Context: an optimization exercise on an open-source flow, tuned for small area and a short achievable clock period. The choices shown serve that exercise and are no tape-out recipe.
RTL that was checked went through simulation tests only; none was proved equivalent to the original.
Power figures rest on the tool's default switching activity, not on a simulated workload.

the reference run:
==> flow/design.v (excerpt) <==
module output_timing#(
  parameter HFP_WIDTH=8,
  parameter HSW_WIDTH=4,
  parameter HBP_WIDTH=8,
  parameter HACTIVE_WIDTH=16,
  parameter DATA_WIDTH=8,
  parameter VFP_WIDTH=8,
  parameter VSW_WIDTH=4,
  parameter VBP_WIDTH=8,
  parameter VACTIVE_WIDTH=16
)(
  input                       clk,
  input                       rst_n,
  input                       sync_en,
  input                       hpol_i,
  input [HFP_WIDTH-1:0]       hfp_i,
  input [HSW_WIDTH-1:0]       hsw_i,
  input [HBP_WIDTH-1:0]       hbp_i,
  input [HACTIVE_WIDTH-1:0]   hactive_i,
  input [VFP_WIDTH-1:0]       vfp_i,
  input [VSW_WIDTH-1:0]       vsw_i,
  input [VBP_WIDTH-1:0]       vbp_i,
  input [VACTIVE_WIDTH-1:0]   vactive_i,
  input [DATA_WIDTH-1:0]      datar_i,
  input [DATA_WIDTH-1:0]      datag_i,
  input [DATA_WIDTH-1:0]      datab_i,
  output [DATA_WIDTH-1:0]     datar_o,
  output [DATA_WIDTH-1:0]     datag_o,
  output [DATA_WIDTH-1:0]     datab_o,
  output                      hsync_o,
  output                      vsync_o,
  output                      de_o
);
Settings: LEC_CHECK=0, CAP_MARGIN=20, CORE_MARGIN=2, CORE_UTILIZATION=65, SLEW_MARGIN=20; clock period 8.0 ns.
standard.sh (not shown) runs the stock make flow with config.mk's settings and CLKGATE_MAP_FILE= SYNTH_SCRIPT=/design/flow/synth_recipe.tcl, a recipe that flattens the netlist after the stock synthesis.
==> flow/flow/run.sh <==
#!/bin/bash
# Standard ORFS layout, with plain buf_1 cells as the port buffers instead of
# the default delay-buffer cells, and timing repair aiming at 5.0 ns of setup
# slack.  Each tool's log is under orfs/logs/; make's output is in flow_make.log.
set -euo pipefail
bash standard.sh "BUFFER_PORTS_ARGS=-buffer_cell sky130_fd_sc_hd__buf_1" SETUP_SLACK_MARGIN=5.0 finish > flow_make.log 2>&1
The reference run | status: complete | timing, DRC, antenna: pass
Edits applied to the flow inputs when going from the reference run to the trial run:
--- a/flow/design.v
+++ b/flow/design.v
@@ -101,16 +101,16 @@
   ha_1r  <= ha_1;
   ha_2r  <= ha_2;
   hpfp_r <= hsw_z & hbp_z;
   hpsw_r <= hbp_z;
 end
 wire [1:0] he0_p = hc0_r ? (ha_zr ? END : ACT) : PRE;
-wire       he0_l = hc0_r ? ha_1r : (hcw_r == 4'd1);
+wire       he0_l = hc0_r ? ha_1r : (hw_r & (hcw_r == 4'd1));
 wire [1:0] he1_p = hc0_r ? ((ha_zr | ha_1r) ? END : ACT)
                  : hc1_r ? (ha_zr ? END : ACT) : PRE;
-wire       he1_l = hc0_r ? ha_2r : hc1_r ? ha_1r : (hcw_r == 4'd2);
+wire       he1_l = hc0_r ? ha_2r : hc1_r ? ha_1r : (hw_r & (hcw_r == 4'd2));
 wire       he1_3 = !hc1_r;      
 reg [1:0] hsp_r;
 reg [7:0] hsk_r;     
 reg       hsl_r;     
 wire [1:0] hp0   = !hfp_z ? FP : !hsw_z ? SW : !hbp_z ? BP : POST;
 wire [1:0] hp0n  = !hfp_z ? (!hsw_z ? SW : !hbp_z ? BP : POST)
@@ -131,13 +131,13 @@
 reg [15:0] hke_r;    
 reg        hel_r;
 wire        hunr  = (hep_r == UNR);
 wire [1:0]  he_p  = hunr ? he1_p : hep_r;
 wire        he_l  = hunr ? he1_l : hel_r;
 wire [15:0] he_k  = {hke_r[15:2], hke_r[1] | hunr, hke_r[0] | (hunr & he1_3)};
-wire h_reach_c = hw_r ? he_l : hsa_post;
+wire h_reach_c = he_l | hsa_post;    
 wire h_at_end  = (he_p == END);
 wire h_end     = ((he_p == ACT) & he_l) | ((he_p == PRE) & h_reach_c & ha_zr);
 always @(posedge clk) begin
   if (!rst_n | h_at_end) begin
     hsp_r <= hp1;
     hsk_r <= {6'd1, hs1_3};
@@ -173,13 +173,13 @@
     hel_r <= ha_1r;
   end else if ((he_p == ACT) & he_l) begin
     hep_r <= END;
   end else begin
     hep_r <= he_p;
     hke_r <= he_k + 16'd1;
-    hel_r <= (he_p == PRE) ? (he_k[3:0] == hcw_r) : (he_k == hactive_i);
+    hel_r <= (he_p == PRE) ? (hw_r & (he_k[3:0] == hcw_r)) : (he_k == hactive_i);
   end
 end
 reg hsync_r, de_r;
 always @(posedge clk) begin
   hsync_r <= rst_n & sync_en & (hsp_r == SW);
   de_r    <= rst_n & sync_en & (he_p == ACT);
@@ -211,13 +211,13 @@
   vpfp_r <= vsw_z & vbp_z;
   vpsw_r <= vbp_z;
   vp0_r  <= vp0;
   vl0_1r <= vl0_1;
 end
 wire [1:0] ve0_p = vc0_r ? (va_zr ? END : ACT) : PRE;
-wire       ve0_l = vc0_r ? va_1r : (vcw_r == 4'd1);
+wire       ve0_l = vc0_r ? va_1r : (vw_r & (vcw_r == 4'd1));
 reg [1:0] vsp_r;
 reg [7:0] vsk_r;
 reg       vsl_r;
 wire       vunr  = (vep_r == UNR);
 wire [1:0] vsp_e = vunr ? vp0_r : vsp_r;
 wire       vsl_e = vunr ? vl0_1r : vsl_r;
@@ -231,13 +231,13 @@
 reg [1:0]  vep_r;
 reg [15:0] vke_r;
 reg        vel_r;
 wire [1:0]  ve_p  = vunr ? ve0_p : vep_r;
 wire        ve_l  = vunr ? ve0_l : vel_r;
 wire [15:0] ve_k  = {vke_r[15:2], vke_r[1] | vunr, vke_r[0]};
-wire v_reach_c = vw_r ? ve_l : vsa_post;
+wire v_reach_c = ve_l | vsa_post;
 wire v_last    = (ve_p == END) | ((ve_p == ACT) & ve_l)
                | ((ve_p == PRE) & v_reach_c & va_zr);
 always @(posedge clk) begin
   if (!rst_n | v_last) begin
     vsk_r <= 8'd0;
   end else if (h_end) begin
@@ -264,13 +264,13 @@
       vep_r <= ACT;
       vke_r <= 16'd2;
       vel_r <= va_1r;
     end else begin
       vep_r <= ve_p;
       vke_r <= ve_k + 16'd1;
-      vel_r <= (ve_p == PRE) ? (ve_k[3:0] == vcw_r) : (ve_k == vactive_i);
+      vel_r <= (ve_p == PRE) ? (vw_r & (ve_k[3:0] == vcw_r)) : (ve_k == vactive_i);
     end
   end
 end
 reg vsync_r;
 always @(posedge clk) begin
   vsync_r <= rst_n & (vw_r ? (vsp_e != FP) : ((vsp_e == SW) | (ve_p == ACT)));
==> comparison <==
- Per the comparison of the trial run with the reference run, share of power burned in the clock network higher, clock period minus worst slack climbed 37 ps, height of the chip shows an increase of 2.2%.
- Against the reference run, the trial run comes in about 5.5% lower on switching power of the nets.
- Relative to the reference run, the trial run degrades final area.
- The trial run — placed cell count 35 higher, the reference run as reference
- The trial run vs. the reference run: cell count rose by about 4%; synthesized cell count rose by 5.0%; utilization fell by 0.81 points; worst setup slack fell by 37 ps.
- Diff the reference run..the trial run | DRC violation count after routing | negligible
- vbp_i[1] as the launching instance or port of the critical path was reported by the reference run, and hbp_i[1] by the trial run.
Function not checked in the trial run: the RTL went through the layout flow alone.

The RTL this note starts from:
==> flow/design.v <==
module output_timing#(
  parameter HFP_WIDTH=8,
  parameter HSW_WIDTH=4,
  parameter HBP_WIDTH=8,
  parameter HACTIVE_WIDTH=16,
  parameter DATA_WIDTH=8,
  parameter VFP_WIDTH=8,
  parameter VSW_WIDTH=4,
  parameter VBP_WIDTH=8,
  parameter VACTIVE_WIDTH=16
)(
  input                       clk,
  input                       rst_n,
  input                       sync_en,
  input                       hpol_i,
  input [HFP_WIDTH-1:0]       hfp_i,
  input [HSW_WIDTH-1:0]       hsw_i,
  input [HBP_WIDTH-1:0]       hbp_i,
  input [HACTIVE_WIDTH-1:0]   hactive_i,
  input [VFP_WIDTH-1:0]       vfp_i,
  input [VSW_WIDTH-1:0]       vsw_i,
  input [VBP_WIDTH-1:0]       vbp_i,
  input [VACTIVE_WIDTH-1:0]   vactive_i,
  input [DATA_WIDTH-1:0]      datar_i,
  input [DATA_WIDTH-1:0]      datag_i,
  input [DATA_WIDTH-1:0]      datab_i,
  output [DATA_WIDTH-1:0]     datar_o,
  output [DATA_WIDTH-1:0]     datag_o,
  output [DATA_WIDTH-1:0]     datab_o,
  output                      hsync_o,
  output                      vsync_o,
  output                      de_o
);
localparam [1:0] FP = 2'd0, SW = 2'd1, BP = 2'd2, POST = 2'd3;
localparam [1:0] PRE = 2'd0, ACT = 2'd1, END = 2'd2, UNR = 2'd3;
function [6:0] wrapinfo;
  input [7:0] fp;
  input [3:0] sw;
  input [7:0] bp;
  reg   [3:0] s, k, g, p;
  reg         c2, c3, c4;
  reg   [5:0] n;
  begin
    s  = fp[3:0] ^ bp[3:0] ^ sw;
    k  = (fp[3:0] & bp[3:0]) | (fp[3:0] & sw) | (bp[3:0] & sw);
    g  = {s[3:1] & k[2:0], 1'b0};
    p  = {s[3:1] ^ k[2:0], s[0]};
    c2 = g[1];
    c3 = g[2] | (p[2] & g[1]);
    c4 = g[3] | (p[3] & g[2]) | (p[3] & p[2] & g[1]);
    n  = {k[3] & c4, k[3] ^ c4, p[3] ^ c3, p[2] ^ c2, p[1], p[0]};
    wrapinfo = {(&fp[7:4]) & (&bp[7:4]) & n[5], n == 6'd32, n == 6'd33, n[3:0]};
  end
endfunction
wire hfp_z = ~|hfp_i;
wire hsw_z = ~|hsw_i;
wire hbp_z = ~|hbp_i;
wire hfp_1 = (hfp_i == 8'd1);
wire hsw_1 = (hsw_i == 4'd1);
wire hbp_1 = (hbp_i == 8'd1);
wire hfp_2 = (hfp_i == 8'd2);
wire hsw_2 = (hsw_i == 4'd2);
wire hbp_2 = (hbp_i == 8'd2);
wire ha_z  = ~|hactive_i;
wire ha_1  = (hactive_i == 16'd1);
wire ha_2  = (hactive_i == 16'd2);
wire [6:0] hwi = wrapinfo(hfp_i, hsw_i, hbp_i);
reg       hw_r, hc0_r, hc1_r, ha_zr, ha_1r, ha_2r, hpfp_r, hpsw_r;
reg [3:0] hcw_r;
always @(posedge clk) begin
  hw_r   <= hwi[6];
  hcw_r  <= hwi[3:0];
  hc0_r  <= (hwi[6] & hwi[5]) | (hfp_z & hsw_z & hbp_z);
  hc1_r  <= (hwi[6] & hwi[4]) | (hfp_1 & hsw_z & hbp_z) | (hfp_z & hsw_1 & hbp_z)
          | (hfp_z & hsw_z & hbp_1);
  ha_zr  <= ha_z;
  ha_1r  <= ha_1;
  ha_2r  <= ha_2;
  hpfp_r <= hsw_z & hbp_z;
  hpsw_r <= hbp_z;
end
wire [1:0] he0_p = hc0_r ? (ha_zr ? END : ACT) : PRE;
wire       he0_l = hc0_r ? ha_1r : (hcw_r == 4'd1);
wire [1:0] he1_p = hc0_r ? ((ha_zr | ha_1r) ? END : ACT)
                 : hc1_r ? (ha_zr ? END : ACT) : PRE;
wire       he1_l = hc0_r ? ha_2r : hc1_r ? ha_1r : (hcw_r == 4'd2);
wire       he1_3 = !hc1_r;      
reg [1:0] hsp_r;
reg [7:0] hsk_r;     
reg       hsl_r;     
wire [1:0] hp0   = !hfp_z ? FP : !hsw_z ? SW : !hbp_z ? BP : POST;
wire [1:0] hp0n  = !hfp_z ? (!hsw_z ? SW : !hbp_z ? BP : POST)
                 : !hsw_z ? (!hbp_z ? BP : POST) : POST;
wire       hl0_1 = !hfp_z ? hfp_1 : !hsw_z ? hsw_1 : hbp_1;
wire       hl0_2 = !hfp_z ? hfp_2 : !hsw_z ? hsw_2 : hbp_2;
wire       hl0n1 = !hfp_z ? (!hsw_z ? hsw_1 : hbp_1) : hbp_1;
wire [1:0] hp1   = hl0_1 ? hp0n : hp0;
wire       hs1_3 = !hl0_1;
wire       hs1_l = hl0_1 ? hl0n1 : hl0_2;
wire [1:0] hsn = (hsp_r == FP) ? (!hsw_z ? SW : !hbp_z ? BP : POST)
               : (hsp_r == SW) ? (!hbp_z ? BP : POST) : POST;
wire       hsn_1 = (hsp_r == FP) ? (!hsw_z ? hsw_1 : hbp_1) : hbp_1;
wire       hsa_post = (hsp_r == POST)
                    | (hsl_r & ((hsp_r == BP) | ((hsp_r == FP) & hpfp_r) | ((hsp_r == SW) & hpsw_r)));
wire [7:0] hs_len = (hsp_r == FP) ? hfp_i : (hsp_r == SW) ? {4'd0, hsw_i} : hbp_i;
reg [1:0]  hep_r;
reg [15:0] hke_r;    
reg        hel_r;
wire        hunr  = (hep_r == UNR);
wire [1:0]  he_p  = hunr ? he1_p : hep_r;
wire        he_l  = hunr ? he1_l : hel_r;
wire [15:0] he_k  = {hke_r[15:2], hke_r[1] | hunr, hke_r[0] | (hunr & he1_3)};
wire h_reach_c = hw_r ? he_l : hsa_post;
wire h_at_end  = (he_p == END);
wire h_end     = ((he_p == ACT) & he_l) | ((he_p == PRE) & h_reach_c & ha_zr);
always @(posedge clk) begin
  if (!rst_n | h_at_end) begin
    hsp_r <= hp1;
    hsk_r <= {6'd1, hs1_3};
    hsl_r <= hs1_l;
  end else if (!sync_en) begin
    hsp_r <= hp0;
    hsk_r <= 8'd2;
    hsl_r <= hl0_1;
  end else if (hsl_r) begin
    hsp_r <= hsn;
    hsk_r <= 8'd2;
    hsl_r <= hsn_1;
  end else begin
    hsk_r <= hsk_r + 8'd1;
    hsl_r <= (hsk_r == hs_len);
  end
end
always @(posedge clk) begin
  if (!rst_n) begin
    hep_r <= UNR;
    hke_r <= 16'd0;
  end else if (h_at_end) begin
    hep_r <= he1_p;
    hke_r <= {15'd1, he1_3};
    hel_r <= he1_l;
  end else if (!sync_en) begin
    hep_r <= he0_p;
    hke_r <= 16'd2;
    hel_r <= he0_l;
  end else if ((he_p == PRE) & h_reach_c) begin
    hep_r <= ha_zr ? END : ACT;
    hke_r <= 16'd2;
    hel_r <= ha_1r;
  end else if ((he_p == ACT) & he_l) begin
    hep_r <= END;
  end else begin
    hep_r <= he_p;
    hke_r <= he_k + 16'd1;
    hel_r <= (he_p == PRE) ? (he_k[3:0] == hcw_r) : (he_k == hactive_i);
  end
end
reg hsync_r, de_r;
always @(posedge clk) begin
  hsync_r <= rst_n & sync_en & (hsp_r == SW);
  de_r    <= rst_n & sync_en & (he_p == ACT);
end
assign hsync_o = hsync_r;
assign de_o    = de_r;
wire vfp_z = ~|vfp_i;
wire vsw_z = ~|vsw_i;
wire vbp_z = ~|vbp_i;
wire vfp_1 = (vfp_i == 8'd1);
wire vsw_1 = (vsw_i == 4'd1);
wire vbp_1 = (vbp_i == 8'd1);
wire va_z  = ~|vactive_i;
wire va_1  = (vactive_i == 16'd1);
wire [6:0] vwi = wrapinfo(vfp_i, vsw_i, vbp_i);
reg       vw_r, vc0_r, va_zr, va_1r, vpfp_r, vpsw_r;
reg [3:0] vcw_r;
always @(posedge clk) begin
  vw_r   <= vwi[6];
  vcw_r  <= vwi[3:0];
  vc0_r  <= (vwi[6] & vwi[5]) | (vfp_z & vsw_z & vbp_z);
  va_zr  <= va_z;
  va_1r  <= va_1;
  vpfp_r <= vsw_z & vbp_z;
  vpsw_r <= vbp_z;
end
wire [1:0] ve0_p = vc0_r ? (va_zr ? END : ACT) : PRE;
wire       ve0_l = vc0_r ? va_1r : (vcw_r == 4'd1);
reg [1:0] vsp_r;
reg [7:0] vsk_r;
reg       vsl_r;
wire [1:0] vp0   = !vfp_z ? FP : !vsw_z ? SW : !vbp_z ? BP : POST;
wire       vl0_1 = !vfp_z ? vfp_1 : !vsw_z ? vsw_1 : vbp_1;
wire [1:0] vsn = (vsp_r == FP) ? (!vsw_z ? SW : !vbp_z ? BP : POST)
               : (vsp_r == SW) ? (!vbp_z ? BP : POST) : POST;
wire       vsn_1 = (vsp_r == FP) ? (!vsw_z ? vsw_1 : vbp_1) : vbp_1;
wire       vsa_post = (vsp_r == POST)
                    | (vsl_r & ((vsp_r == BP) | ((vsp_r == FP) & vpfp_r) | ((vsp_r == SW) & vpsw_r)));
wire [7:0] vs_len = (vsp_r == FP) ? vfp_i : (vsp_r == SW) ? {4'd0, vsw_i} : vbp_i;
reg [1:0]  vep_r;
reg [15:0] vke_r;
reg        vel_r;
wire        vunr  = (vep_r == UNR);
wire [1:0]  ve_p  = vunr ? ve0_p : vep_r;
wire        ve_l  = vunr ? ve0_l : vel_r;
wire [15:0] ve_k  = {vke_r[15:2], vke_r[1] | vunr, vke_r[0]};
wire v_reach_c = vw_r ? ve_l : vsa_post;
wire v_last    = (ve_p == END) | ((ve_p == ACT) & ve_l)
               | ((ve_p == PRE) & v_reach_c & va_zr);
always @(posedge clk) begin
  if (!rst_n | v_last) begin
    vsp_r <= vp0;
    vsk_r <= 8'd2;
    vsl_r <= vl0_1;
  end else if (h_end) begin
    if (vsl_r) begin
      vsp_r <= vsn;
      vsk_r <= 8'd2;
      vsl_r <= vsn_1;
    end else begin
      vsk_r <= vsk_r + 8'd1;
      vsl_r <= (vsk_r == vs_len);
    end
  end
end
always @(posedge clk) begin
  if (!rst_n) begin
    vep_r <= UNR;
    vke_r <= 16'd0;
  end else if (v_last) begin
    vep_r <= ve0_p;
    vke_r <= 16'd2;
    vel_r <= ve0_l;
  end else if (h_end) begin
    if ((ve_p == PRE) & v_reach_c) begin
      vep_r <= ACT;
      vke_r <= 16'd2;
      vel_r <= va_1r;
    end else begin
      vep_r <= ve_p;
      vke_r <= ve_k + 16'd1;
      vel_r <= (ve_p == PRE) ? (ve_k[3:0] == vcw_r) : (ve_k == vactive_i);
    end
  end
end
reg vsync_r;
always @(posedge clk) begin
  vsync_r <= rst_n & (vw_r ? (vsp_r != FP) : ((vsp_r == SW) | (ve_p == ACT)));
end
assign vsync_o = vsync_r;
reg [DATA_WIDTH-1:0] datar_r;
reg [DATA_WIDTH-1:0] datag_r;
reg [DATA_WIDTH-1:0] datab_r;
always @(posedge clk) begin
  if (!rst_n) begin
    datar_r <= {DATA_WIDTH{1'b0}};
    datag_r <= {DATA_WIDTH{1'b0}};
    datab_r <= {DATA_WIDTH{1'b0}};
  end else begin
    datar_r <= datar_i;
    datag_r <= datag_i;
    datab_r <= datab_i;
  end
end
assign datar_o = datar_r;
assign datag_o = datag_r;
assign datab_o = datab_r;
endmodule
Settings: LEC_CHECK=0, CAP_MARGIN=20, CORE_MARGIN=2, CORE_UTILIZATION=40, SLEW_MARGIN=20; clock period 8.0 ns.
==> flow/flow/run.sh <==
#!/bin/bash
# Standard ORFS layout, with plain buf_2 cells as the port buffers instead of
# the default delay-buffer cells, and timing repair aiming at 5.5 ns of setup
# slack.  Each tool's log is under orfs/logs/; make's output is in flow_make.log.
set -euo pipefail
bash standard.sh "BUFFER_PORTS_ARGS=-buffer_cell sky130_fd_sc_hd__buf_2" SETUP_SLACK_MARGIN=5.5 finish > flow_make.log 2>&1
Rerun with:
--- a/flow/design.v
+++ b/flow/design.v
@@ -36,21 +36,23 @@
 function [6:0] wrapinfo;
   input [7:0] fp;
   input [3:0] sw;
   input [7:0] bp;
-  reg   [3:0] s, k, g, p;
-  reg         c2, c3, c4;
+  reg   [3:0] s, k;
+  reg   [4:1] g, t;
+  reg   [5:2] c;
   reg   [5:0] n;
   begin
-    s  = fp[3:0] ^ bp[3:0] ^ sw;
-    k  = (fp[3:0] & bp[3:0]) | (fp[3:0] & sw) | (bp[3:0] & sw);
-    g  = {s[3:1] & k[2:0], 1'b0};
-    p  = {s[3:1] ^ k[2:0], s[0]};
-    c2 = g[1];
-    c3 = g[2] | (p[2] & g[1]);
-    c4 = g[3] | (p[3] & g[2]) | (p[3] & p[2] & g[1]);
-    n  = {k[3] & c4, k[3] ^ c4, p[3] ^ c3, p[2] ^ c2, p[1], p[0]};
-    wrapinfo = {(&fp[7:4]) & (&bp[7:4]) & n[5], n == 6'd32, n == 6'd33, n[3:0]};
+    s = fp[3:0] ^ bp[3:0] ^ sw;
+    k = (fp[3:0] & bp[3:0]) | (fp[3:0] & sw) | (bp[3:0] & sw);
+    g = {1'b0, s[3:1] & k[2:0]};
+    t = {k[3], s[3:1] | k[2:0]};
+    c[2] = g[1];
+    c[3] = g[2] | (t[2] & g[1]);
+    c[4] = g[3] | (t[3] & g[2]) | (t[3] & t[2] & g[1]);
+    c[5] = (t[4] & g[3]) | (t[4] & t[3] & g[2]) | (t[4] & t[3] & t[2] & g[1]);
+    n = {c[5], k[3] ^ c[4], s[3] ^ k[2] ^ c[3], s[2] ^ k[1] ^ c[2], s[1] ^ k[0], s[0]};
+    wrapinfo = {(&fp[7:4]) & (&bp[7:4]) & c[5], n == 6'd32, n == 6'd33, n[3:0]};
   end
 endfunction
 wire hfp_z = ~|hfp_i;
 wire hsw_z = ~|hsw_i;
Outcome: Register-to-register slack gets better by 0.04 ns; combinational power increases by 35%; core utilization increases by 0.21 points; sequential share of layout area shrinks by 1.0 points; via count goes up by 2.0%; worst setup slack improved by 0.22 ns; global-route usage stays flat; synthesized area grows by 2.3%.
No functional check of the RTL was part of any run of this note.

==> static timing again, ports no longer ideal <==
Ports are ideal in the flow. The routed layouts listed here were re-timed in OpenROAD. Step 1: set_driving_cell puts a clkbuf_16 on clk and a buf_2 on each other input, an assumption about the parent block. Step 2, shift: input delay + t, output delay - t, t = (earliest + latest rising clock arrival at the registers) / 2. This alone moves slack from input paths to output paths. Slacks: no drivers / after step 1 / after step 2; pairs: no drivers / after step 1.
run | shift t [ns] | slack for setup (ns) | latest minus earliest clock arrival (ns) | worst data-port slew with drivers (ns)
the reference run | 0.406 | 5.016 / 5.031 / 4.625 | 0.021 / 0.022 | 0.04
the trial run | 0.409 | 4.979 / 4.987 / 4.578 | 0.012 / 0.012 | 0.04
the first run of note 2 | 0.384 | 4.624 / 4.623 / 4.239 | 0.008 / 0.008 | 0.15
the second run of note 2 | 0.391 | 4.843 / 4.850 / 4.459 | 0.011 / 0.012 | 0.13
After both steps every run listed still meets setup and hold. For the trial run, which loses most, drivers alone change the setup slack by +0.008 ns; drivers and shift together by -0.401 ns.
